From an optimization exercise on the open Yosys and OpenROAD flow, aimed at small area, a short achievable clock period and few clock cycles; shortcuts taken in it are not production practice. In this exercise RTL edits were held to simulation tests only and were not proved equivalent to the original. No activity file was given, so power comes from the tool's default toggle rates.

[flow/design.v]
module CPU (
    input   wire          clk,
    input   wire          reset,
    input         [31:0]  dataIn,
    output  wire  [31:0]  dataOut,
    output  wire  [31:0]  address,
    output                busWriteEnable      
);
reg  [11:0] fpc;         
reg         dslot;       
reg  [11:0] daddr;       
reg  [11:0] areg;        
reg         we;          
reg  [31:0] dout;        
reg  [3:0]  smask;       
reg         cv;          
reg         ld1_lat, ld2_lat;  
reg         ldq1;        
reg         ldq2;        
reg         stq1;        
reg         stq2;        
reg  [3:0]  ld1_rd, ld2_rd;      
reg  [2:0]  ld1_f3, ld2_f3;
reg  [1:0]  ld1_off, ld2_off;
reg         ld1_live, ld2_live;  
reg         dv;          
reg  [11:0] dpc;
reg         ev;
reg         e_wr;        
reg  [3:0]  erd;
reg  [31:0] opA, opB;   
reg  [4:0]  e_sh;        
reg         e_sub, s_add, s_log, s_sh, s_slt, s_link;
reg  [2:0]  e_f3;        
reg         e_left, e_arith, e_uns;
reg         e_br, e_pred, e_jalr, e_ld, e_st;
reg  [11:0] e_pcx;       
reg  [31:0] regs [1:15];
reg  [15:1] rvalid;      
function [32:0] addp(input [31:0] a, input [31:0] b, input cin);
    reg [31:0] g, p, x;
    integer k, l;
    begin
        x = a ^ b;
        g = a & b;
        p = x;
        g[0] = g[0] | (p[0] & cin);
        for (l = 1; l < 32; l = l * 2)
            for (k = 31; k >= 0; k = k - 1)
                if ((k / l) % 2 == 1) begin
                    g[k] = g[k] | (p[k] & g[(k / l) * l - 1]);
                    p[k] = p[k] & p[(k / l) * l - 1];
                end
        addp = {g[31], x ^ {g[30:0], cin}};
    end
endfunction
wire [32:0] sum  = addp(opA, opB, e_sub);
wire        ltu  = ~sum[32];
wire        lts  = (opA[31] == opB[31]) ? opA[31] : sum[31];
wire        eq   = &(opA ^ opB);
reg  [31:0] logr;
always @(*) begin
    case (e_f3[1:0])
        2'b00:   logr = opA ^ opB;
        2'b10:   logr = opA | opB;
        default: logr = opA & opB;
    endcase
end
function [31:0] rev32(input [31:0] x);
    integer k;
    begin
        for (k = 0; k < 32; k = k + 1) rev32[k] = x[31 - k];
    end
endfunction
wire [31:0] shin  = e_left ? rev32(opA) : opA;
wire        fill  = e_arith & opA[31];
wire [32:0] shr   = $signed({fill, shin}) >>> e_sh;
wire [31:0] shres = e_left ? rev32(shr[31:0]) : shr[31:0];
wire [31:0] eres = ({32{s_add}}  & sum[31:0])
                 | ({32{s_log}}  & logr)
                 | ({32{s_sh}}   & shres)
                 | ({32{s_slt}}  & {31'b0, e_uns ? ltu : lts})
                 | ({32{s_link}} & opB);
wire [13:0] asum  = opA[13:0] + {{2{e_pcx[11]}}, e_pcx};
wire        cond  = e_f3[2] ? (e_f3[1] ? ltu : lts) : eq;
wire        taken = cond ^ e_f3[0];
wire        redirE = ev & ((e_br & (taken != e_pred)) | e_jalr);
wire [11:0] tgtE   = e_jalr ? asum[13:2] : e_pcx;
wire        keepE  = ~e_jalr & ~dslot & (fpc == e_pcx);
wire        jumpE  = redirE & ~keepE;
wire        memE  = ev & (e_ld | e_st);
wire        chit  = cv & (asum[13:2] == daddr);
wire        rmwE  = ev & e_st & (e_f3[1:0] != 2'b10) & ~chit;    
wire [3:0]  stmask = (e_f3[1:0] == 2'b00) ? 4'b0001 << asum[1:0] :
                     (e_f3[1:0] == 2'b01) ? 4'b0011 << asum[1:0] : 4'b1111;
wire [31:0] stpos  = (e_f3[1:0] == 2'b00) ? {4{opB[7:0]}} :
                     (e_f3[1:0] == 2'b01) ? {asum[1] ? opB[15:8] : opB[7:0],
                                             asum[1:0] == 2'b01 ? opB[15:8] : opB[7:0],
                                             asum[1:0] == 2'b00 ? opB[15:8] : opB[7:0],
                                             opB[7:0]} : opB;
wire [31:0] ins   = dataIn;
wire [4:0]  opc   = ins[6:2];
wire [2:0]  f3    = ins[14:12];
wire [3:0]  rs1   = ins[18:15];
wire [3:0]  rs2   = ins[23:20];
wire [3:0]  rd    = ins[10:7];
wire isLUI   =  ins[5] &  ins[4] &  ins[2];
wire isAUIPC = ~ins[5] &  ins[4] &  ins[2];
wire isJAL   =  ins[3];
wire isJALR  =  ins[6] &  ins[2] & ~ins[3];
wire isBR    =  ins[6] & ~ins[2];
wire isLD    = ~ins[5] & ~ins[4];
wire isST    = ~ins[6] &  ins[5] & ~ins[4];
wire isOPI   = ~ins[5] &  ins[4] & ~ins[2];
wire isOP    =  ins[5] &  ins[4] & ~ins[2];
wire useRs1  = ~(isLUI | isAUIPC | isJAL);
wire useRs2  = isBR | isST | isOP;
wire wrRd    = isLUI | isAUIPC | isJAL | isJALR | isOPI | isOP;
wire [31:0] immI = {{20{ins[31]}}, ins[31:20]};
wire [31:0] immS = {{20{ins[31]}}, ins[31:25], ins[11:7]};
wire [31:0] immU = {ins[31:12], 12'b0};
wire [11:0] offB = {ins[31], ins[31], ins[7], ins[30:25], ins[11:9]};        
wire [11:0] offJ = {ins[13:12], ins[20], ins[30:22]};                
wire [31:0] rf1 = (rs1 != 4'd0 && rvalid[rs1]) ? regs[rs1] : 32'b0;
wire [31:0] rf2 = (rs2 != 4'd0 && rvalid[rs2]) ? regs[rs2] : 32'b0;
wire [31:0] a1  = (e_wr && erd == rs1) ? eres : rf1;
wire [31:0] a2  = (e_wr && erd == rs2) ? eres : rf2;
wire [31:0] lsh  = dataIn >> {ld2_off, 3'b000};
wire [31:0] ldata = (ld2_f3[1:0] == 2'b00) ? {{24{~ld2_f3[2] & lsh[7]}},  lsh[7:0]}  :
                    (ld2_f3[1:0] == 2'b01) ? {{16{~ld2_f3[2] & lsh[15]}}, lsh[15:0]} : lsh;
wire ldE    = ev & e_ld;
wire hitE   = (erd != 4'd0)    && ((useRs1 && rs1 == erd)    || (useRs2 && rs2 == erd));
wire hit1   = (ld1_rd != 4'd0) && ((useRs1 && rs1 == ld1_rd) || (useRs2 && rs2 == ld1_rd));
wire rawLd  = (ldE & hitE) | (ldq1 & hit1);
wire replayD = dv & ~redirE & (rawLd | ((rmwE | stq1) & (isLD | isST)));
wire killD   = redirE | replayD;
wire goD     = dv & ~killD;
wire predT   = isJAL | (isBR & ins[31]);
wire redirD  = goD & predT;
wire [11:0] dpc1 = dpc + 12'd1;
wire        selR = ~ldq2 & (isOP | isBR | isST);
wire [31:0] immX = (ldq2 ? ldata : (isJAL | isJALR) ? {18'b0, dpc1, 2'b00} : (isLUI | isAUIPC) ? immU : immI) ^ {32{subD}};
wire subD = ~ldq2 & (isBR | ((isOP | isOPI) & (f3[2:1] == 2'b01)) | (isOP & f3 == 3'b000 & ins[30]));
function [11:0] add12(input [11:0] a, input [11:0] b);
    reg [11:0] g, p;
    integer k, l;
    begin
        g = a & b;
        p = a ^ b;
        add12 = p;
        for (l = 1; l < 12; l = l * 2)
            for (k = 11; k >= 0; k = k - 1)
                if ((k / l) % 2 == 1) begin
                    g[k] = g[k] | (p[k] & g[(k / l) * l - 1]);
                    p[k] = p[k] & p[(k / l) * l - 1];
                end
        add12 = add12 ^ {g[10:0], 1'b0};
    end
endfunction
wire [11:0] tgtB = add12(dpc, offB);
wire [11:0] tgtJ = add12(dpc, offJ);
wire [11:0] tgtD = ins[2] ? tgtJ : tgtB;
wire [11:0] fpcN = jumpE ? tgtE : replayD ? dpc : redirD ? tgtD : ~dslot ? fpc + 12'd1 : fpc;
integer i;
always @(posedge clk) begin
    if (reset) begin
        fpc   <= 12'd0;
        areg  <= 12'd0;
        dslot <= 1'b0;
        we    <= 1'b0;
        ldq1  <= 1'b0;
        ldq2  <= 1'b0;
        stq1  <= 1'b0;
        stq2  <= 1'b0;
        cv    <= 1'b0;
        dv    <= 1'b0;
        ev    <= 1'b0;
        e_wr  <= 1'b0;
    end else begin
        dv  <= ~dslot & ~jumpE & ~replayD & ~redirD;
        dpc <= fpc;
        fpc  <= fpcN;
        areg <= memE ? asum[13:2] : stq2 ? daddr : fpcN;
        dslot <= memE | stq2;
        we    <= (memE & e_st & ~rmwE) | stq2;
        ldq1  <= ldE;
        ldq2  <= ldq1;
        stq1  <= rmwE;
        stq2  <= stq1;
        if (memE)
            cv <= e_st ? ~rmwE : chit;
        else if (stq2 | (ldq2 & ld2_lat))
            cv <= 1'b1;
        ev   <= goD | ldq2;
        e_wr <= ldq2 ? (ld2_live & (ld2_rd != 4'd0)) : (goD & wrRd & (rd != 4'd0));
    end
    if (memE)
        daddr <= asum[13:2];
    if (memE & e_st) begin
        smask <= stmask;
        dout  <= {stmask[3] ? stpos[31:24] : dout[31:24],
                  stmask[2] ? stpos[23:16] : dout[23:16],
                  stmask[1] ? stpos[15:8]  : dout[15:8],
                  stmask[0] ? stpos[7:0]   : dout[7:0]};
    end else if (ldq2 & ld2_lat)
        dout <= dataIn;
    if (stq2)
        dout <= {smask[3] ? dout[31:24] : dataIn[31:24],
                 smask[2] ? dout[23:16] : dataIn[23:16],
                 smask[1] ? dout[15:8]  : dataIn[15:8],
                 smask[0] ? dout[7:0]   : dataIn[7:0]};
    if (ldE) begin
        ld1_rd   <= erd;
        ld1_f3   <= e_f3;
        ld1_off  <= asum[1:0];
        ld1_lat  <= 1'b1;
        ld1_live <= ~(goD & wrRd & rd == erd);
    end
    if (ldq1) begin
        ld2_rd   <= ld1_rd;
        ld2_f3   <= ld1_f3;
        ld2_off  <= ld1_off;
        ld2_lat  <= ld1_lat & ~memE;
        ld2_live <= ld1_live & ~(goD & wrRd & rd == ld1_rd);
    end
    erd    <= ldq2 ? ld2_rd : rd;
    opA    <= (ldq2 | isLUI) ? 32'b0 : isAUIPC ? {18'b0, dpc, 2'b00} : a1;
    e_sh   <= (isOP ? a2[4:0] : ins[24:20]);
    opB    <= selR ? a2 ^ {32{subD}} : immX;
    e_sub  <= subD;
    s_add  <= ldq2 | ((isOP | isOPI) & f3 == 3'b000) | isLUI | isAUIPC;
    s_log  <= ~ldq2 & (isOP | isOPI) & f3[2] & (f3[1:0] != 2'b01);
    s_sh   <= ~ldq2 & (isOP | isOPI) & (f3[1:0] == 2'b01);
    s_slt  <= ~ldq2 & (isOP | isOPI) & (f3[2:1] == 2'b01);
    s_link <= ~ldq2 & (isJAL | isJALR);
    e_f3   <= ldq2 ? 3'b010 : f3;
    e_left <= ~f3[2];
    e_arith<= ins[30];
    e_uns  <= f3[0];
    e_br   <= ~ldq2 & isBR;
    e_pred <= ins[31];
    e_jalr <= ~ldq2 & isJALR;
    e_ld   <= ~ldq2 & isLD;
    e_st   <= ~ldq2 & isST;
    e_pcx  <= isBR ? (ins[31] ? dpc1 : tgtD) : isST ? immS[11:0] : immI[11:0];
    for (i = 1; i < 16; i = i + 1) begin
        if (e_wr && erd == i)
            regs[i] <= eres;
        if (reset)
            rvalid[i] <= 1'b0;
        else if (e_wr && erd == i)
            rvalid[i] <= 1'b1;
    end
end
assign address        = {18'b0, areg, 2'b00};
assign busWriteEnable = we;
assign dataOut        = dout;
endmodule
[flow/run.sh]
#!/bin/bash
# synth_recipe.tcl (not shown) runs the flow's synth.tcl, then flattens the netlist and writes it again
# the make line also repeats each setting of config.mk as NAME=value (left out here)
make -C /OpenROAD-flow-scripts/flow DESIGN_CONFIG=/design/flow/config.mk WORK_HOME=/design/flow/orfs CLKGATE_MAP_FILE= SYNTH_SCRIPT=/design/flow/synth_recipe.tcl finish
[flow/config.mk]
export PLATFORM = sky130hd
export DESIGN_NAME = CPU
export DESIGN_NICKNAME = CPU
export VERILOG_FILES = /design/flow/design.v
export SDC_FILE = /design/flow/constraint.sdc
export NUM_CORES = 4
export LEC_CHECK = 0
export CAP_MARGIN = 20
export CORE_MARGIN = 2
export CORE_UTILIZATION = 35
export SETUP_SLACK_MARGIN = 4
export SLEW_MARGIN = 20
[flow/constraint.sdc]
create_clock -name core_clock -period 8.0 [get_ports {clk}]
set_input_delay 1.6000 -clock core_clock [delete_from_list [all_inputs] [get_ports {clk}]]
set_output_delay 1.6000 -clock core_clock [all_outputs]
set_load 0.01 [all_outputs]
==> results of run 1 <==
[area by class of cell]
class / instances / area (µm²) / area share (%)
flip-flops and latches: 712 / 19900 / 42.9
multi-input cells: 2633 / 19400 / 41.7
clock buffers: 104 / 2080 / 4.48
repair buffers: 220 / 2050 / 4.41
well taps: 1512 / 1890 / 4.08
clock inverters: 34 / 558 / 1.20
inverters: 131 / 529 / 1.14
diodes: 4 / 10.0 / 0.0216
repair inverters: 1 / 5.00 / 0.0108
[per-stage QoR]
stage	hold slack (ps)	worst slack (ps)
6_report	425	3960
4_1_cts	401	4000
3_3_place_gp	404	1900
2_1_floorplan	400	4000
5_1_grt	438	3870
3_5_place_dp	409	1810
[registers in the layout (all words and copies together), names as in the netlist, 2 cells and up]
name,count
areg,12
daddr,12
dout,32
dpc,12
e_f3,3
e_pcx,12
e_sh,5
erd,4
fpc,12
ld1_f3,3
ld1_off,2
ld1_rd,4
ld2_f3,3
ld2_off,2
ld2_rd,4
opA,32
opB,32
regs,480
rvalid,15
smask,4
[logic make-up (layout without fill, tap and decap cells)]
logic type               Yosys count  in the layout  share of synthesized area (%)
XOR/XNOR                         126            126                           2.90
buffers and inverters            439            490                           4.48
adder cells (fa/ha/maj)          122            122                           4.09
other                              1             24                        0.00935
flip-flops                       712            712                           49.5
AO/OA/AOI/OAI                   1251           1251                           21.3
multiplexers                     192            192                           6.89
AND/OR/NAND/NOR                  919            922                           10.8
[cell usage after synthesis, types with 75 or more instances]
library cell and number:
nor2_1 235, inv_1 124, o21ai_0 247, xnor2_1 75
dfxtp_1 151, a21oi_1 239, edfxtp_1 561, ha_1 107
nand3_1 86, mux2i_1 100, clkbuf_1 222, nand2_1 292
a22oi_1 269
[worst max-delay path, cell delays in order]
cell	delay, ps
clkbuf_4	170
buf_12	140
buf_12	140
nor2_1	430
and2_2	350
buf_4	550
a22oi_1	150
nand3_1	150
o22a_1	190
a21oi_1	110
nand2_1	90
mux2i_1	60
a2111oi_1	390
[cell usage in the layout, fill, tap and decap left out, types with 47 or more instances in the layout]
master and n:
a21oi_1 223, a221oi_1 50, a222oi_1 71, a22o_1 54, a22oi_1 268, buf_4 121, clkbuf_16 77, clkdlybuf4s50_1 57
dfxtp_1 122, edfxtp_1 561, ha_1 101, inv_1 111, mux2i_1 96, nand2_1 289, nand3_1 85, nand4_1 57
nor2_1 220, nor3_1 47, o21ai_0 233, xnor2_1 74, xor2_1 47
[worst paths after layout]
check | from | end | depth (start not counted)
max | dataIn[22] | opB[30]$_DFF_P_ | 13
min reg2reg | ld1_f3[1]$_DFFE_PP_ | ld2_f3[1]$_DFFE_PP_ | 0
min | ld1_f3[1]$_DFFE_PP_ | ld2_f3[1]$_DFFE_PP_ | 0
max reg2reg | opA[3]$_SDFF_PP0_ | areg[6]$_SDFF_PP0_ | 15
[power breakdown]
group          total, mW  leakage (nW)  switching [mW]  internal [mW]
Combinational       2.32          8.36            1.49          0.831
Sequential          4.57          6.36           0.263           4.30
Clock               3.76          1.27            1.56           2.20
Total               10.7          16.0            3.32           7.33
[routing by layer]
layer | wire length (µm) | up-vias | part of all wire, % | track usage [%]
met1 | 62800 | 17100 | 37 | 36.7
met2 | 71600 | 3001 | 43 | 40.8
li1 | - | 14600 | - | -
met3 | 22900 | 617 | 14 | 7.13
met4 | 10100 | 10 | 6.0 | 13.8
met5 | 79 | - | 0.047 | 0
[repair_timing]
action	4_1_cts	5_1_grt
hold endpoints to repair	0	0
resized for setup	192	94
cloned	3	3
buffers inserted	26	17
setup endpoints to repair	450	125
pin swaps	14	21
==> impl_metrics.yaml, run 1 <==
cells_and_area:
  fin_cells: 5351
  fillers: 10900
  drive_above_1_share_pct: 14.2
  area_growth_pct: 15.7
  nets: 3932
  fin_area_mm2: 0.0464
  final_util_pct: 40.7
min_path:
  hp-class: "reg2reg"
drt:
  drc_errors: 0
  drt-total-wl_mm: 167
  vias: 35300
  drt_pass1_iterations: 9
  drt_iter0_drc: 6552
  ant_nets: 0
  via_per_inst: 6.61
  wl_per_cell_um: 31.3
worst_setup_path:
  worstSetupStartpointType: "input port"
  crit_type: "in2reg"
  rrSetupSlack_ps: 4010
  cp.required_ps: 8530
  cp_max_fo: 27
  endpoint_kind: "flop"
  worstPathArrival_ps: 4570
global_routing:
  grt_util_all_layers_pct: 27.4
  grt_overflow_total: 0
  grt_max_degree: 80
  grt_pass1_vias: 32500
  grt_pass1_wl_mm: 236
  antenna_found_initial: 9
flow_run:
  drv_cap: 0
floorplanning:
  dieArea_mm2: 0.117
  die_w_um: 343
  start_util_pct: 35.2
  die_h_um: 343
  rows: 124
  io_pins: 99
  core-area_mm2: 0.114
place:
  post_dp_cell_area_mm2: 0.0426
  dp.cells: 5160
  hpwl_mm: 107
  gp_congestion: 0.967
  port_buffers: 78
sta:
  max_slew.worst_pin.slew_ps: 1180
  finalSetupTns_ps: 0
  fin_crit_ps: 4040
  drv_slew: 0
  period_share_pct: 50.5
  clock_skew_ps: 54.1
  hold_viol: 0
  setup_violations: 0
  fmax_ghz: 0.247
  slew_headroom_pct: 21.0
  rsz0062_at_grt: "true"
clock_tree:
  cts.sinks: 712
  numCtsBuffers: 77
  cts_tree: "yes"
  clk_latency_ps: 670
  htree_levels: 3
  holdBufCountCts: 0
  clock-root-buffer: "clkbuf_16"
  clockBufferDepth: 3
  cts.clk_slew.worst_paths_ps: 60
power:
  peakVddDrop_mv: 0.178
  p_leak_nw: 16.0
  finalPower_mw: 10.7
  power_density_mw_per_mm2: 229
synth:
  synth_edf_count: 561
  ys_seq_area_share_pct: 49.5
  syn-cell-area_mm2: 0.0401
  synth_top_cell_by_area: "edfxtp_1"
  synth_top_cell_area_share_pct: 42.0
  ys.flop_type: "edfxtp_1"
  synth.avg_cell_area_um2: 10.7
  syn_inst: 3762
  yosys_register_bits: 712
  yosys_warnings: 34
  async_reset_ff_share_pct: 0
  ys_types: 96
  synthTopCellsByArea: "edfxtp_1, dfxtp_1, a22oi_1"
outcome:
  status: "finished clean"
Testbench counts, summed over its fixed seeds: cycles 105,002.
==> inputs of run 2 (changes only) <==
--- a/flow/config.mk
+++ b/flow/config.mk
@@ -9,4 +9,5 @@
 export CORE_MARGIN = 2
 export CORE_UTILIZATION = 35
+export CTS_BUF_LIST = sky130_fd_sc_hd__clkbuf_4 sky130_fd_sc_hd__clkbuf_8
 export SETUP_SLACK_MARGIN = 4
 export SLEW_MARGIN = 20
==> run 2 against run 1 <==
Clock power fell by 12%. Global-route usage shrank 0.10 points. Fmax shrank 0.63%. Area after synthesis unchanged. Total power decreased by 4.4%. Final area down 0.77%. Clock skew increased by 10 ps. Largest cell class unchanged. Synthesized cell count did not move. Die area is the same. Sequential cell count did not move. Worst setup slack got worse by 26 ps. Highest routed layer unchanged. Still clean on timing, DRC and antenna. Cell count increased by 1.3%.
==> impl_metrics.yaml, run 2 <==
outcome:
  status: "finished clean"
floorplanning:
  rows: 124
  die_h_um: 343
  start_util_pct: 35.2
  die_w_um: 343
  core-area_mm2: 0.114
  io_pins: 99
  dieArea_mm2: 0.117
worst_setup_path:
  cp_max_fo: 26
  endpoint_kind: "flop"
  cp.required_ps: 8610
  worstPathArrival_ps: 4680
  worstSetupStartpointType: "input port"
  crit_type: "in2reg"
drt:
  vias: 35500
  ant_nets: 0
  drt_iter0_drc: 6527
  drt-total-wl_mm: 167
  drt_pass1_iterations: 10
  via_per_inst: 6.55
  drc_errors: 0
  wl_per_cell_um: 30.7
cells_and_area:
  area_growth_pct: 14.8
  drive_above_1_share_pct: 15.7
  final_common_cell: "edfxtp_1"
  fin_area_mm2: 0.0461
  top_register: "regs"
  nets: 3969
  fillers: 10900
  layout_common_cells: "edfxtp_1, nand2_1, a22oi_1, o21ai_0, a21oi_1"
  largest_register_ffs: 480
sta:
  fmax_ghz: 0.246
  max_slew.worst_pin.slew_ps: 1210
  setup_violations: 0
  hold_viol: 0
  slew_headroom_pct: 18.9
  clock_skew_ps: 64.2
  finalSetupTns_ps: 0
  drv_slew: 0
  period_share_pct: 50.9
  rsz0062_at_grt: "true"
  fin_crit_ps: 4070
  fin_ws_ps: 3930
synth:
  synth.avg_cell_area_um2: 10.7
  ys_types: 96
  synth_edf_count: 561
  ys_seq_area_share_pct: 49.5
  yosys.cell_count.top_type: "edfxtp_1"
  ys.flop_type: "edfxtp_1"
  synthTopCellsByArea: "edfxtp_1, dfxtp_1, a22oi_1"
  async_reset_ff_share_pct: 0
  yosys-top-cells-count: "edfxtp_1, nand2_1, a22oi_1"
  yosys_register_bits: 712
  synth_top_cell_area_share_pct: 42.0
  yosys_warnings: 34
  synth_top_cell_by_area: "edfxtp_1"
  syn_inst: 3762
  syn-cell-area_mm2: 0.0401
global_routing:
  grt_pass1_vias: 32800
  grt_util_all_layers_pct: 27.3
  grt_max_degree: 80
  grt_overflow_total: 0
  grt_pass1_wl_mm: 235
  antenna_found_initial: 9
clock_tree:
  cts.clk_slew.worst_paths_ps: 60
  clockBufferDepth: 3
  clock-root-buffer: "clkbuf_8"
  clk_latency_ps: 790
  htree_levels: 3
  numCtsBuffers: 113
  holdBufCountCts: 0
  cts_tree: "yes"
  cts.sinks: 712
power:
  pwr-share-comb_pct: 22.8
  peakVddDrop_mv: 0.169
  p_int_mw: 6.86
  p_leak_nw: 15.9
  seq_power_share_pct: 44.8
  power_density_mw_per_mm2: 221
  p_switching_mw: 3.32
  finalPower_mw: 10.2
  switching_share_pct: 32.6
  clkPwrFrac_pct: 32.4
place:
  port_buffers: 78
  post_dp_cell_area_mm2: 0.0426
  gp_congestion: 0.967
  place_ws_ps: 1810
  hpwl_mm: 107
min_path:
  hp-class: "reg2reg"
flow_run:
  drv_cap: 0
[run 2: power groups by stage]
stage	Combinational, mW	Clock [mW]	Sequential (mW)
4_1_cts	2.16	3.32	4.55
3_3_place_gp	2.07	0	4.63
2_1_floorplan	1.40	0	4.48
5_1_grt	2.47	3.48	4.56
6_report	2.32	3.29	4.56
3_5_place_dp	2.09	0	4.62
[run 2: repair_timing]
item / in CTS / in global routing
endpoints found under the setup margin: 445 / 126
pin swaps: 5 / 18
buffers inserted: 18 / 29
gates cloned: 2 / 1
gates resized for setup: 160 / 94
[run 2: cells by family after synthesis]
group	synth area share (%)
AOI/OAI and AO/OA	21.3
xor gates and xnor gates	2.90
adders and majority gates	4.09
buffers and inverters	4.48
DFF	49.5
muxes	6.89
other	0.00935
and+or+nand+nor	10.8
[run 2: routing by layer]
metal	track usage, %	vias up	routed length (µm)
li1	-	14700	-
met1	36.2	17200	63100
met2	40.9	3021	71800
met3	7.51	627	22700
met4	13.5	8	9090
met5	0.0401	-	43
[run 2: worst max-delay path: stages]
cell and delay, ps:
dlygate4sd2_1 310, buf_12 210, nor2b_2 360, and2_2 390, buf_4 540, a22oi_1 170, nand4_1 180, o221ai_1 330
a31oi_1 310, xor2_1 170, o21ai_1 70
[run 2: path summary, 6_finish.rpt]
| path | endpoint | depth (start not counted) | slack [ps] | from |
|---|---|---|---|---|
| max | opB[9]$_DFF_P_ | 11 | 3930 | dataIn[23] |
| min | ld2_f3[1]$_DFFE_PP_ | 0 | 400 | ld1_f3[1]$_DFFE_PP_ |
| max reg2reg | regs[13][6]$_DFFE_PP_ | 10 | 4000 | e_sh[0]$_DFF_P_ |
| min reg2reg | ld2_f3[1]$_DFFE_PP_ | 0 | 400 | ld1_f3[1]$_DFFE_PP_ |
[run 2: final cells by class]
type | instances | area, µm² | area share (%)
Antenna cell | 3 | 7.51 | 0.0163
Clock buffer | 154 | 1910 | 4.14
Multi-Input combinational cell | 2630 | 19300 | 41.9
Timing Repair inverter | 1 | 7.51 | 0.0163
Timing Repair Buffer | 224 | 2040 | 4.44
Tap cell | 1512 | 1890 | 4.11
Clock inverter | 56 | 465 | 1.01
Sequential cell | 712 | 19900 | 43.2
Inverter | 131 | 533 | 1.16
[run 2: per-stage QoR]
| step | hold slack (ps) | std cells | util, % |
|---|---|---|---|
| after floorplan | 400 | 3781 | - |
| after global placement | 404 | 5159 | 37.3 |
| after detailed placement | 409 | 5160 | 37.3 |
| after CTS | 393 | 5390 | 39.9 |
| after global routing | 422 | 5422 | 40.4 |
| final | 405 | 5423 | 40.4 |
==> inputs of run 3 (changes only) <==
--- a/flow/config.mk
+++ b/flow/config.mk
@@ -9,5 +9,5 @@
 export CORE_MARGIN = 2
 export CORE_UTILIZATION = 35
-export CTS_BUF_LIST = sky130_fd_sc_hd__clkbuf_4 sky130_fd_sc_hd__clkbuf_8
-export SETUP_SLACK_MARGIN = 4
+export CTS_BUF_LIST = sky130_fd_sc_hd__clkbuf_8
+export SETUP_SLACK_MARGIN = 4.2
 export SLEW_MARGIN = 20
==> run 3 against run 2 <==
Largest power group unchanged. Synthesized cell count unchanged. Worst setup slack better by 160 ps. Final area up 2.1%. Sequential cell count did not move.
==> impl_metrics.yaml, run 3 <==
worst_setup_path:
  critical_path_buf_inv_count: 3
  cp_slowest_cell: "a311oi_2"
  cp.required_ps: 8700
  r2r_cells: 12
  worstSetupStartpointType: "input port"
  cp_slowest_stage_delay_ps: 540
  crit_type: "in2reg"
  path_common_cell: "nor2_1"
  r2r_start: "opB[14]$_DFF_P_"
  rrSetupSlack_ps: 4110
  r2r-end: "areg[11]$_SDFF_PP0_"
  endpoint_kind: "flop"
  worstPathArrival_ps: 4600
  crit_chain: "clkdlybuf4s50_1, buf_6, nor2_1, and2_4, buf_4, a221oi_1, and3_1, a311oi_2, a21oi_1, nor2_1"
  crit_family: "simple AND/OR/NAND/NOR gates"
  cp_max_fo: 19
place:
  hpwl_mm: 108
  port_buffers: 78
  gp_congestion: 0.987
floorplanning:
  dieArea_mm2: 0.117
  die_w_um: 343
  core-area_mm2: 0.114
  io_pins: 99
  rows: 124
  die_h_um: 343
  start_util_pct: 35.2
cells_and_area:
  drive_above_1_share_pct: 18.1
  fillers: 10800
  largest_register_ffs: 480
  final_common_cell: "edfxtp_1"
  layout_common_cells: "edfxtp_1, nand2_1, a22oi_1, o21ai_0, nor2_1"
  nets: 4025
  final_util_pct: 41.2
  area_growth_pct: 17.3
  top_register: "regs"
clock_tree:
  htree_levels: 3
  clockBufferDepth: 3
  holdBufCountCts: 0
  cts.clk_slew.worst_paths_ps: 60
  numCtsBuffers: 115
  clock-root-buffer: "clkbuf_8"
  clk_latency_ps: 850
  cts.sinks: 712
  cts_tree: "yes"
synth:
  synth.avg_cell_area_um2: 10.7
  yosys_warnings: 34
  yosys-top-cells-count: "edfxtp_1, nand2_1, a22oi_1"
  yosys_register_bits: 712
  synth_top_cell_by_area: "edfxtp_1"
  synth_edf_count: 561
  syn_inst: 3762
  synthTopCellsByArea: "edfxtp_1, dfxtp_1, a22oi_1"
  async_reset_ff_share_pct: 0
  ys_seq_area_share_pct: 49.5
  ys.flop_type: "edfxtp_1"
  syn-cell-area_mm2: 0.0401
  synth_top_cell_area_share_pct: 42.0
  yosys.cell_count.top_type: "edfxtp_1"
  ys_types: 96
drt:
  via_per_inst: 6.53
  ant_nets: 0
  vias: 35800
  drt-total-wl_mm: 170
  drt_iter0_drc: 6223
  drt_pass1_iterations: 13
  drc_errors: 0
  wl_per_cell_um: 31.0
min_path:
  hp-class: "reg2reg"
  hold_depth: 0
  hp-start: "ld1_f3[1]$_DFFE_PP_"
  hold_end: "ld2_f3[1]$_DFFE_PP_"
sta:
  fin_crit_ps: 3910
  hold_slack_ps: 420
  period_share_pct: 48.8
  fmax_ghz: 0.256
  rsz0062_at_grt: "true"
  setup_violations: 0
  max_slew.worst_pin.slew_ps: 1070
  hold_viol: 0
  finalSetupTns_ps: 0
  clock_skew_ps: 75.2
  drv_slew: 0
  slew_headroom_pct: 28.4
flow_run:
  drv_cap: 0
global_routing:
  grt_overflow_total: 0
  antenna_found_initial: 5
  grt_util_all_layers_pct: 27.8
  grt_max_degree: 83
  grt_pass1_wl_mm: 239
  grt_pass1_vias: 33500
power:
  peakVddDrop_mv: 0.146
  p_leak_nw: 16.3
  power_density_mw_per_mm2: 216
outcome:
  status: "finished clean"
[run 3: power by group]
part	internal (mW)	total, mW	leakage [nW]	switching, mW
sequential	4.30	4.56	6.36	0.256
combinational	0.927	2.50	8.71	1.57
clock	1.54	3.11	1.27	1.58
[run 3: how the worst max path moves through the flow]
| stage | endpoint | slack [ps] | cells after the start | startpoint |
|---|---|---|---|---|
| after floorplan | opB[7]$_DFF_P_ | 4010 | 15 | dataIn[21] |
| after global placement | opA[4]$_SDFF_PP0_ | 2140 | 14 | dataIn[15] |
| after detailed placement | opA[4]$_SDFF_PP0_ | 2070 | 14 | dataIn[15] |
| after CTS | opB[23]$_DFF_P_ | 4190 | 13 | dataIn[23] |
| after global routing | areg[11]$_SDFF_PP0_ | 4070 | 13 | opA[6]$_SDFF_PP0_ |
| final | opA[23]$_SDFF_PP0_ | 4090 | 10 | dataIn[18] |
[run 3: area by class of cell]
| class | instances | area (µm²) | share of cell area [%] |
|---|---|---|---|
| multi-input combinational | 2633 | 19800 | 42.0 |
| sequential | 712 | 19900 | 42.4 |
| antenna | 2 | 5.00 | 0.0106 |
| inverter | 131 | 552 | 1.17 |
| clock inverter | 89 | 564 | 1.20 |
| clock buffer | 120 | 1650 | 3.51 |
| tap | 1512 | 1890 | 4.02 |
| timing repair buffer | 276 | 2670 | 5.67 |
[run 3: routing by layer]
| layer | vias to the layer above | track usage, % | wire (µm) |
|---|---|---|---|
| met1 | 17200 | 36.8 | 64400 |
| met4 | 4 | 15.1 | 10900 |
| met2 | 3022 | 41.4 | 72400 |
| met5 | - | 0 | 34 |
| met3 | 711 | 7.42 | 22100 |
| li1 | 14800 | - | - |
[run 3: cells by family (layout without fill, tap and decap cells)]
kind of cell               Yosys count  after routing  synth area share (%)
AOI/OAI and AO/OA                 1251           1251                  21.3
and+or+nand+nor                    919            922                  10.8
DFF                                712            712                  49.5
buffers and inverters              439            616                  4.48
muxes                              192            192                  6.89
xor gates and xnor gates           126            126                  2.90
adders and majority gates          122            122                  4.09
other                                1             22               0.00935
[run 3: stage by stage]
stage	instances	setup WS [ps]	total power, mW	instance area (µm²)
4_1_cts	5422	4190	9.96	46000
6_report	5475	4090	10.2	47000
3_5_place_dp	5167	2070	6.73	42700
5_1_grt	5475	4070	10.5	47000
2_1_floorplan	3781	4010	5.88	40400
3_3_place_gp	5167	2140	6.71	42600
[run 3: worst register-to-register path, cell delays in order, from the launching register on]
cell and delay, ps:
dfxtp_1 680, inv_1 240, ha_1 420, and4_1 230, a21oi_2 310, a21oi_4 150, o21ai_4 300, mux2i_4 420
a21o_4 340, mux2i_1 130, nor2_1 100, o211ai_1 120, a221oi_2 350
[run 3: repair_timing]
action | CTS | global route
gates cloned | 4 | 5
buffers inserted | 42 | 46
endpoints found under the setup margin | 494 | 192
pin swaps | 26 | 38
gates resized for setup | 237 | 158
==> inputs of run 4 (changes only) <==
--- a/flow/design.v
+++ b/flow/design.v
@@ -26,6 +26,9 @@
 reg         dv;          
 reg  [11:0] dpc;
-reg         ev;
-reg         e_wr;        
+reg         ev_r;
+reg         e_wr_r;      
+reg         esq;         
+wire        ev   = ev_r & ~esq;
+wire        e_wr = e_wr_r & ~esq;
 reg  [3:0]  erd;
 reg  [31:0] opA, opB;   
@@ -87,6 +90,4 @@
 wire        redirE = ev & ((e_br & (taken != e_pred)) | e_jalr);
 wire [11:0] tgtE   = e_jalr ? asum[13:2] : e_pcx;
-wire        keepE  = ~e_jalr & ~dslot & (fpc == e_pcx);
-wire        jumpE  = redirE & ~keepE;
 wire        memE  = ev & (e_ld | e_st);
 wire        chit  = cv & (asum[13:2] == daddr);
@@ -133,7 +134,6 @@
 wire hit1   = (ld1_rd != 4'd0) && ((useRs1 && rs1 == ld1_rd) || (useRs2 && rs2 == ld1_rd));
 wire rawLd  = (ldE & hitE) | (ldq1 & hit1);
-wire replayD = dv & ~redirE & (rawLd | ((rmwE | stq1) & (isLD | isST)));
-wire killD   = redirE | replayD;
-wire goD     = dv & ~killD;
+wire replayD = dv & (rawLd | ((rmwE | stq1) & (isLD | isST)));
+wire goD     = dv & ~replayD;     
 wire predT   = isJAL | (isBR & ins[31]);
 wire redirD  = goD & predT;
@@ -161,5 +161,5 @@
 wire [11:0] tgtJ = add12(dpc, offJ);
 wire [11:0] tgtD = ins[2] ? tgtJ : tgtB;
-wire [11:0] fpcN = jumpE ? tgtE : replayD ? dpc : redirD ? tgtD : ~dslot ? fpc + 12'd1 : fpc;
+wire [11:0] fpcN = redirE ? tgtE : replayD ? dpc : redirD ? tgtD : ~dslot ? fpc + 12'd1 : fpc;
 integer i;
 always @(posedge clk) begin
@@ -175,8 +175,9 @@
         cv    <= 1'b0;
         dv    <= 1'b0;
-        ev    <= 1'b0;
-        e_wr  <= 1'b0;
+        ev_r  <= 1'b0;
+        e_wr_r <= 1'b0;
+        esq   <= 1'b0;
     end else begin
-        dv  <= ~dslot & ~jumpE & ~replayD & ~redirD;
+        dv  <= ~dslot & ~redirE & ~replayD & ~redirD;
         dpc <= fpc;
         fpc  <= fpcN;
@@ -192,6 +193,7 @@
         else if (stq2 | (ldq2 & ld2_lat))
             cv <= 1'b1;
-        ev   <= goD | ldq2;
-        e_wr <= ldq2 ? (ld2_live & (ld2_rd != 4'd0)) : (goD & wrRd & (rd != 4'd0));
+        ev_r   <= goD | ldq2;
+        esq    <= redirE & ~ldq2;
+        e_wr_r <= ldq2 ? (ld2_live & (ld2_rd != 4'd0)) : (goD & wrRd & (rd != 4'd0));
     end
     if (memE)
@@ -222,5 +224,5 @@
         ld2_off  <= ld1_off;
         ld2_lat  <= ld1_lat & ~memE;
-        ld2_live <= ld1_live & ~(goD & wrRd & rd == ld1_rd);
+        ld2_live <= ld1_live & ~(goD & ~redirE & wrRd & rd == ld1_rd);
     end
     erd    <= ldq2 ? ld2_rd : rd;
--- a/flow/config.mk
+++ b/flow/config.mk
@@ -10,4 +10,4 @@
 export CORE_UTILIZATION = 35
 export CTS_BUF_LIST = sky130_fd_sc_hd__clkbuf_8
-export SETUP_SLACK_MARGIN = 4.2
+export SETUP_SLACK_MARGIN = 4
 export SLEW_MARGIN = 20
==> run 4 against run 3 <==
Synthesized cell count fell by 0.24%. Sequential share of layout area rose by 1.3 points. Cell count fell by 1.3%. First-iteration DRC count rose by 11%. Sequential power barely moved. Worst setup slack got worse by 200 ps. Clock skew fell by 17 ps. Fmax fell by 5.0%. Clock power fell by 2%. Core utilization fell by 0.65 points. Critical path depth rose by 2. Combinational power fell by 15%. Largest cell class unchanged. Largest power group unchanged.
==> impl_metrics.yaml, run 4 <==
outcome:
  status: "finished clean"
drt:
  drt_iter0_drc: 6912
  via_per_inst: 6.50
  wl_per_cell_um: 30.7
  drt-total-wl_mm: 166
  vias: 35100
  drt_pass1_iterations: 10
  drc_errors: 0
  ant_nets: 0
floorplanning:
  rows: 123
  io_pins: 99
  die_w_um: 341
  start_util_pct: 35.3
  dieArea_mm2: 0.116
  die_h_um: 341
  core-area_mm2: 0.112
power:
  power_density_mw_per_mm2: 213
  pwr-share-comb_pct: 21.9
  seq_power_share_pct: 46.6
  p_leak_nw: 15.9
  peakVddDrop_mv: 0.131
  switching_share_pct: 32.5
  p_switching_mw: 3.16
  clkPwrFrac_pct: 31.5
  p_int_mw: 6.56
global_routing:
  grt_pass1_vias: 32700
  antenna_found_initial: 9
  grt_overflow_total: 0
  grt_max_degree: 88
  grt_pass1_wl_mm: 233
  grt_util_all_layers_pct: 27.2
cells_and_area:
  nets: 3965
  final_common_cell: "edfxtp_1"
  top_register: "regs"
  layout_common_cells: "edfxtp_1, a22oi_1, nand2_1, a21oi_1, o21ai_0"
  area_growth_pct: 14.9
  largest_register_ffs: 480
  drive_above_1_share_pct: 15.1
sta:
  clock_skew_ps: 58.3
  rsz0062_at_grt: "true"
  max_slew.worst_pin.slew_ps: 949
  fin_crit_ps: 4110
  period_share_pct: 51.4
  hold_slack_ps: 423
  hold_viol: 0
  setup_violations: 0
  drv_slew: 0
  slew_headroom_pct: 36.7
  fmax_ghz: 0.243
  finalSetupTns_ps: 0
place:
  hpwl_mm: 107
  port_buffers: 78
  gp_congestion: 1.01
synth:
  synthTopCellsByArea: "edfxtp_1, dfxtp_1, a22oi_1"
  ys_types: 90
  async_reset_ff_share_pct: 0
  synth_top_cell_by_area: "edfxtp_1"
  yosys.cell_count.top_type: "edfxtp_1"
  synth_top_cell_area_share_pct: 42.4
  syn_inst: 3753
  yosys-top-cells-count: "edfxtp_1, a22oi_1, nand2_1"
  synth.avg_cell_area_um2: 10.6
  yosys_warnings: 34
  synth_edf_count: 561
  ys_seq_area_share_pct: 50.0
  ys.flop_type: "edfxtp_1"
  syn-cell-area_mm2: 0.0397
  yosys_register_bits: 713
worst_setup_path:
  endpoint_kind: "flop"
  cp_max_fo: 8
  cp.required_ps: 8660
  crit_type: "in2reg"
  worstSetupStartpointType: "input port"
  r2r_cells: 13
  worstPathArrival_ps: 4770
flow_run:
  drv_cap: 0
clock_tree:
  cts.clk_slew.worst_paths_ps: 60
  clockBufferDepth: 3
  holdBufCountCts: 0
  clock-root-buffer: "clkbuf_8"
  numCtsBuffers: 113
  clk_latency_ps: 800
  htree_levels: 3
  cts_tree: "yes"
  cts.sinks: 713
min_path:
  hold_depth: 0
  hp-class: "reg2reg"
-- run 4: cell count changes after synthesis, sizes merged, moves of 21 or more --
| cell | previous run | this run |
|---|---|---|
| a22oi | 269 | 320 |
| a22o | 54 | 16 |
| a221oi | 55 | 28 |
| and3 | 45 | 19 |
| nor2 | 235 | 209 |
| nand2 | 292 | 316 |
| clkbuf | 222 | 244 |
| a21oi | 240 | 261 |
| nand3 | 86 | 107 |
-- run 4: worst paths after layout --
check | from | to | slack (ps)
setup / recovery | dataIn[28] | areg[11]$_SDFF_PP0_ | 3890
hold / removal | ld1_f3[2]$_DFFE_PP_ | ld2_f3[2]$_DFFE_PP_ | 420
setup reg to reg | opA[0]$_SDFF_PP0_ | areg[10]$_SDFF_PP0_ | 3930
hold reg to reg | ld1_f3[2]$_DFFE_PP_ | ld2_f3[2]$_DFFE_PP_ | 420
-- run 4: cell families after synthesis --
group           share of synthesized area, %
compound gates                          20.9
simple gates                            10.7
flops                                   50.0
buf+inv                                 4.45
mux                                     6.65
xor+xnor                                3.08
fa+ha+maj                               4.12
other cells                          0.00944
-- run 4: area by class of cell --
| cell class | count | area, µm² |
|---|---|---|
| diodes | 4 | 10.0 |
| clock buffers | 118 | 1620 |
| clock inverters | 89 | 549 |
| fillers | 10800 | 66800 |
| inverters | 128 | 499 |
| multi-input cells | 2615 | 19000 |
| flip-flops and latches | 713 | 20000 |
| well taps | 1500 | 1880 |
| repair buffers | 238 | 2200 |
-- run 4: power groups by stage --
stage / clock (mW) / combinational, mW / sequential, mW
after CTS: 3.08 / 1.98 / 4.52
after global placement: 0 / 1.89 / 4.59
after global routing: 3.24 / 2.25 / 4.53
after detailed placement: 0 / 1.90 / 4.59
after floorplan: 0 / 1.25 / 4.45
final: 3.06 / 2.13 / 4.53
-- run 4: worst max-delay path: stages --
cell	delay, ps
dlygate4sd2_1	610
ha_1	390
a21o_1	200
a21oi_4	190
nand2_1	100
a311o_1	370
a221oi_2	260
a21oi_1	90
xor2_1	180
mux2_4	310
a221oi_4	360
o21ai_2	110
-- run 4: per-stage QoR --
stage,instances,setup WS (ps),util [%],instance area [µm²],power (mW)
after floorplan,3772,4000,-,39900,5.71
after global placement,5133,2340,37.5,42200,6.48
after detailed placement,5133,2220,37.5,42200,6.49
after CTS,5371,3960,40.1,45100,9.57
after global routing,5402,3810,40.6,45700,10.0
final,5405,3890,40.6,45700,9.72
-- run 4: per-layer routing --
layer	up-vias	GRT usage [%]	wire length (µm)
li1	14500	-	-
met1	16800	35.7	61900
met2	2997	40.2	69700
met3	730	7.77	23100
met4	12	15.6	11300
met5	-	0	198
-- run 4: repair_timing --
item                       CTS  global route
setup endpoints to repair  289           114
pin swaps                   22            17
cloned                       1             2
setup buffers               30            27
resized for setup          176            85
Testbench counts of run 4, summed over its fixed seeds: cycles 105,547.
==> inputs of run 5 (changes only) <==
--- a/flow/design.v
+++ b/flow/design.v
@@ -90,4 +90,5 @@
 wire        redirE = ev & ((e_br & (taken != e_pred)) | e_jalr);
 wire [11:0] tgtE   = e_jalr ? asum[13:2] : e_pcx;
+wire        keepE  = ~e_jalr & ~dslot & (fpc == e_pcx);
 wire        memE  = ev & (e_ld | e_st);
 wire        chit  = cv & (asum[13:2] == daddr);
@@ -161,5 +162,5 @@
 wire [11:0] tgtJ = add12(dpc, offJ);
 wire [11:0] tgtD = ins[2] ? tgtJ : tgtB;
-wire [11:0] fpcN = redirE ? tgtE : replayD ? dpc : redirD ? tgtD : ~dslot ? fpc + 12'd1 : fpc;
+wire [11:0] fpcN = redirE ? (keepE ? fpc + 12'd1 : tgtE) : replayD ? dpc : redirD ? tgtD : ~dslot ? fpc + 12'd1 : fpc;
 integer i;
 always @(posedge clk) begin
@@ -179,5 +180,5 @@
         esq   <= 1'b0;
     end else begin
-        dv  <= ~dslot & ~redirE & ~replayD & ~redirD;
+        dv  <= ~dslot & (redirE ? keepE : ~replayD & ~redirD);
         dpc <= fpc;
         fpc  <= fpcN;
==> run 5 against run 4 <==
Sequential cell count did not move. Wire length rose by 4.4%. Area after synthesis rose by 1.9%. Worst setup slack got worse by 41 ps. Cell count rose by 1.8%. Worst hold slack barely moved. Die area rose by 1.9%. Final area rose by 1.3%. Total power rose by 0.12%. Critical path type is now reg2reg. Critical endpoint is now areg[10]$_SDFF_PP0_. Highest routed layer unchanged.
==> impl_metrics.yaml, run 5 <==
power:
  peakVddDrop_mv: 0.149
  seq_power_share_pct: 46.5
  pwr-share-comb_pct: 22.1
  power_density_mw_per_mm2: 210
  switching_share_pct: 33.3
  p_int_mw: 6.49
  finalPower_mw: 9.73
  p_switching_mw: 3.24
  p_leak_nw: 16.3
  clkPwrFrac_pct: 31.5
global_routing:
  antenna_found_initial: 4
  grt_max_degree: 82
  grt_util_all_layers_pct: 28.1
  grt_pass1_wl_mm: 242
  grt_pass1_vias: 33600
  grt_overflow_total: 0
clock_tree:
  numCtsBuffers: 114
  cts.clk_slew.worst_paths_ps: 70
  clk_latency_ps: 810
  htree_levels: 3
  clockBufferDepth: 3
  cts_tree: "yes"
  cts.sinks: 713
  clock-root-buffer: "clkbuf_8"
cells_and_area:
  fillers: 11000
  top_register: "regs"
  final_util_pct: 40.4
  area_growth_pct: 14.3
  largest_register_ffs: 480
  layout_common_cells: "edfxtp_1, nand2_1, a22oi_1, a21oi_1, o21ai_0"
  nets: 4054
  fin_area_mm2: 0.0463
  final_common_cell: "edfxtp_1"
  drive_above_1_share_pct: 15.5
  fin_cells: 5503
sta:
  max_slew.worst_pin.slew_ps: 1090
  fmax_ghz: 0.241
  setup_violations: 0
  hold_slack_ps: 423
  hold_viol: 0
  finalSetupTns_ps: 0
  slew_headroom_pct: 27.5
  period_share_pct: 51.9
  rsz0062_at_grt: "true"
  clock_skew_ps: 105
  drv_slew: 0
  fin_ws_ps: 3850
  fin_crit_ps: 4150
synth:
  syn_inst: 3847
  synthTopCellsByArea: "edfxtp_1, dfxtp_1, a22oi_1"
  yosys-top-cells-count: "edfxtp_1, nand2_1, a22oi_1"
  ys_seq_area_share_pct: 49.1
  syn-cell-area_mm2: 0.0405
  synth_top_cell_by_area: "edfxtp_1"
  yosys.cell_count.top_type: "edfxtp_1"
  yosys_register_bits: 713
  ys_types: 99
  async_reset_ff_share_pct: 0
  yosys_warnings: 34
  synth.avg_cell_area_um2: 10.5
  synth_edf_count: 561
  synth_top_cell_area_share_pct: 41.6
  ys.flop_type: "edfxtp_1"
worst_setup_path:
  r2r-end: "areg[10]$_SDFF_PP0_"
  crit_type: "reg2reg"
  worstSetupStartpointType: "flop"
  cp.required_ps: 8670
  r2r_cells: 14
  cp_max_fo: 10
  r2r_start: "opA[8]$_SDFF_PP0_"
  rrSetupSlack_ps: 3850
  endpoint_kind: "flop"
  worstPathArrival_ps: 4820
place:
  place_ws_ps: 2010
  post_dp_cell_area_mm2: 0.0430
  gp_congestion: 0.970
  port_buffers: 78
  hpwl_mm: 111
  dp.cells: 5247
drt:
  drt-total-wl_mm: 173
  vias: 36200
  drt_iter0_drc: 6587
  wl_per_cell_um: 31.5
  drc_errors: 0
  via_per_inst: 6.59
  drt_pass1_iterations: 10
  ant_nets: 0
floorplanning:
  die_w_um: 344
  die_h_um: 344
  io_pins: 99
  core-area_mm2: 0.115
  rows: 124
  dieArea_mm2: 0.118
  start_util_pct: 35.4
min_path:
  hold_depth: 0
  hp-start: "ld1_f3[0]$_DFFE_PP_"
  hp-class: "reg2reg"
  hold_end: "ld2_f3[0]$_DFFE_PP_"
outcome:
  status: "finished clean"
flow_run:
  drv_cap: 0
==> run 5: worst max-delay path by stage <==
stage | startpoint | end | slack, ps | cells past startpoint
2_1_floorplan | dataIn[21] | opB[10]$_DFF_P_ | 4030 | 13
3_3_place_gp | dataIn[15] | opA[11]$_SDFF_PP0_ | 2090 | 15
3_5_place_dp | dataIn[15] | opA[8]$_SDFF_PP0_ | 2010 | 15
4_1_cts | dataIn[17] | opA[8]$_SDFF_PP0_ | 3950 | 13
5_1_grt | opA[2]$_SDFF_PP0_ | areg[10]$_SDFF_PP0_ | 3770 | 13
6_report | opA[8]$_SDFF_PP0_ | areg[10]$_SDFF_PP0_ | 3850 | 14
==> run 5: power groups by stage <==
stage          combinational, mW  clock [mW]  sequential [mW]
2_1_floorplan               1.27           0             4.45
3_3_place_gp                1.93           0             4.59
3_5_place_dp                1.95           0             4.59
4_1_cts                     2.00        3.07             4.51
5_1_grt                     2.26        3.23             4.52
6_report                    2.15        3.06             4.52
==> run 5: area by class of cell <==
class | instances | area [µm²] | share of cell area (%)
clock inverter | 89 | 518 | 1.12
antenna | 1 | 2.50 | 0.00541
multi-input combinational | 2703 | 19600 | 42.4
inverter | 130 | 512 | 1.11
sequential | 713 | 19900 | 43.1
timing repair buffer | 236 | 2140 | 4.63
tap | 1512 | 1890 | 4.09
clock buffer | 119 | 1640 | 3.54
==> run 5: metal layers <==
metal,share of wire [%],global-route usage [%],vias to the layer above
li1,-,-,14900
met1,37,37.2,17600
met2,42,41.8,3094
met3,14,8.50,686
met4,6.2,13.9,2
met5,0.0075,0,-
==> run 5: kinds of logic (layout without fill, tap and decap cells) <==
group / Yosys count / in the layout / share of synthesized area [%]
compound gates: 1253 / 1253 / 20.9
simple gates: 965 / 966 / 11.3
flops: 713 / 713 / 49.1
buf+inv: 451 / 574 / 4.48
mux: 207 / 207 / 6.97
xor+xnor: 135 / 135 / 3.14
fa+ha+maj: 122 / 122 / 4.05
other cells: 1 / 21 / 0.00926
==> run 5: critical path: stages (launching register included) <==
cell	delay (ps)
dfxtp_2	570
ha_1	400
and3_4	230
and2_1	250
a311oi_2	430
xnor3_1	320
a2111oi_4	320
buf_4	200
nand4b_4	150
a211oi_4	370
mux2i_1	290
nor3_2	70
a221oi_2	220
buf_4	170
o21ai_1	50
==> run 5: what timing repair did <==
item,4_1_cts,5_1_grt
cloned,2,0
pin swaps,17,40
buffers inserted,22,23
resized for setup,133,112
endpoints found under the setup margin,470,159
hold buffers,0,0
Testbench counts of run 5, summed over its fixed seeds: cycles 105,002.

port drivers added, routing unchanged:
How much do the figures lean on ideal ports? The routed layouts below were timed once more, with nothing changed but the port constraints.
Step 1 sets driving cells, clkbuf_16 on the clock port and buf_2 on the other inputs (assumed; they add their load-dependent delay and slew).
Step 2 moves the port delays by t, midway between the first and last clock arrival at a register: inputs arrive t later, outputs are due t later. That takes back most of the time a late clock gives input paths.
a / b / c = ideal / step 1 / step 2; a / b = the first two.
run	t (ns)	setup WS [ns]	latest minus earliest clock arrival (ns)	worst register clock-pin slew, ns
run 1	0.710	3.957 / 3.984 / 3.274	0.054 / 0.054	0.07 / 0.07
run 2	0.820	3.932 / 3.942 / 3.123	0.065 / 0.065	0.07 / 0.07
run 3	0.884	4.093 / 4.112 / 3.244	0.075 / 0.076	0.07 / 0.07
run 4	0.833	3.889 / 3.926 / 3.093	0.066 / 0.066	0.08 / 0.08
run 5	0.826	3.848 / 3.848 / 3.060	0.112 / 0.112	0.08 / 0.08
After both steps every run listed still meets setup and hold. The setup slack of run 3, which loses most, moves by +0.019 ns with the drivers and by -0.849 ns with both steps.
